This design comes from an exercise in tuning for small area, a short achievable clock period and few clock cycles per item on the open sky130 flow, not from production work.
In this exercise RTL edits were held to simulation tests only and were not proved equivalent to the original.

Design multi, start of the top module:
module multi #(parameter N = 32) (a,b,clk,out,load,done);
  input [N-1:0] a,b;
  input clk,load;
  output [2*N-1:0] out;
  output done;
  reg [144:0] r;
  reg dn;
  wire neg0 = b[1];
  wire one0_0, two0_0, ng0_0;
  benc ue0_0 (b[1], b[0], 1'b0, one0_0, two0_0, ng0_0);
  wire neg1 = b[3];
  wire one1_0, two1_0, ng1_0;
  benc ue1_0 (b[3], b[2], b[1], one1_0, two1_0, ng1_0);
  wire neg2 = b[5];
  wire one2_0, two2_0, ng2_0;
  benc ue2_0 (b[5], b[4], b[3], one2_0, two2_0, ng2_0);
  wire neg3 = b[7];
  wire one3_0, two3_0, ng3_0;
  benc ue3_0 (b[7], b[6], b[5], one3_0, two3_0, ng3_0);
  wire neg4 = b[9];
  wire one4_0, two4_0, ng4_0;
  benc ue4_0 (b[9], b[8], b[7], one4_0, two4_0, ng4_0);
  wire neg5 = b[11];
  wire one5_0, two5_0, ng5_0;
  benc ue5_0 (b[11], b[10], b[9], one5_0, two5_0, ng5_0);
  wire neg6 = b[13];
  wire one6_0, two6_0, ng6_0;
  benc ue6_0 (b[13], b[12], b[11], one6_0, two6_0, ng6_0);
  wire neg7 = b[15];
  wire one7_0, two7_0, ng7_0;
  benc ue7_0 (b[15], b[14], b[13], one7_0, two7_0, ng7_0);
  wire neg8 = b[17];
  wire one8_0, two8_0, ng8_0;
  benc ue8_0 (b[17], b[16], b[15], one8_0, two8_0, ng8_0);
  wire neg9 = b[19];
  wire one9_0, two9_0, ng9_0;
  benc ue9_0 (b[19], b[18], b[17], one9_0, two9_0, ng9_0);
  wire neg10 = b[21];
  wire one10_0, two10_0, ng10_0;
  benc ue10_0 (b[21], b[20], b[19], one10_0, two10_0, ng10_0);
  wire neg11 = b[23];
  wire one11_0, two11_0, ng11_0;
  benc ue11_0 (b[23], b[22], b[21], one11_0, two11_0, ng11_0);
  wire neg12 = b[25];
  wire one12_0, two12_0, ng12_0;
  benc ue12_0 (b[25], b[24], b[23], one12_0, two12_0, ng12_0);
  wire neg13 = b[27];
  wire one13_0, two13_0, ng13_0;
  benc ue13_0 (b[27], b[26], b[25], one13_0, two13_0, ng13_0);
  wire neg14 = b[29];
  wire one14_0, two14_0, ng14_0;
  benc ue14_0 (b[29], b[28], b[27], one14_0, two14_0, ng14_0);
  wire neg15 = b[31];
  wire one15_0, two15_0, ng15_0;
  benc ue15_0 (b[31], b[30], b[29], one15_0, two15_0, ng15_0);
  wire [31:0] na0;
  ainv #(32) ui0 (a, na0);
  wire p0_0 = ~((one0_0 | na0[0]) & (two0_0 | 1'b1)) ^ ng0_0;
  ...
Size in the first run: about 3200 cells after synthesis, roughly 150 flip-flops, ~28000 sq um of cells after synthesis.
Settings: LEC_CHECK=0, ABC_AREA=1, CAP_MARGIN=20, CORE_MARGIN=2, CORE_UTILIZATION=50, GPL_ROUTABILITY_DRIVEN=0, SETUP_SLACK_MARGIN=0.1, SLEW_MARGIN=20, SYNTH_HIERARCHICAL=1; clock period 4.0 ns.
standard.sh (not shown) runs the stock make flow with config.mk's settings and CLKGATE_MAP_FILE= SYNTH_SCRIPT=/design/flow/synth_recipe.tcl, a recipe that flattens the netlist after the stock synthesis.
==> flow/flow/run.sh <==
#!/bin/bash
# The standard layout (standard.sh, every step from synthesis to finish) with one change:
# the buffers that ORFS's buffer_ports puts on every input and output port are
# sky130_fd_sc_hd__buf_2 instead of the tool's default choice, a slow delay cell
# (clkdlybuf4s50_1) that adds about 0.4 ns to the port paths.
set -euo pipefail
export BUFFER_PORTS_ARGS="-buffer_cell sky130_fd_sc_hd__buf_2"
bash standard.sh > standard.log 2>&1
Testbench counts at the start, summed over its fixed seeds: cycles 2,048, items 2,048.
Edit:
--- a/flow/config.mk
+++ b/flow/config.mk
@@ -11,4 +11,3 @@
 export CORE_UTILIZATION = 50
-export GPL_ROUTABILITY_DRIVEN = 0
-export SETUP_SLACK_MARGIN = 0.1
+export SETUP_SLACK_MARGIN = 0.05
 export SLEW_MARGIN = 20
=> The new run finished clean; setup slack degrades by 0.010 ns; critical path depth is lower by 3; utilization fell by 0.22 points; global-route usage rises by 1.0 points; hold slack loses 0.12 ns; via count shrinks slightly; maximum frequency hardly moves; routed wire length went up by a few percent; cell count is lower slightly.

==> separate check: timing with driven ports <==
The results above use ideal ports. As a check the final layouts listed here were re-extracted and re-timed, cells and wires unchanged. Step 1 assumes that a clkbuf_16 drives the clock port and a buf_2 every other input. Step 2 times the ports against the registers' clock, not the clock port: input delays grow and output delays shrink by t, the midpoint of the rising clock arrivals with the driver on. a / b / c = ideal ports / drivers / drivers and shift; a / b = the first two.
run | shift t [ns] | setup slack, ns | worst setup path at the end
the first run | 0.537 | 0.114 / 0.074 / -0.389 | input to register
the second run | 0.534 | 0.104 / 0.091 / -0.401 | input to register
With both steps, setup timing fails in the first run and the second run, where it was met with ideal ports. The setup slack of the second run, which loses most, moves by -0.013 ns with the drivers and by -0.505 ns with both steps.
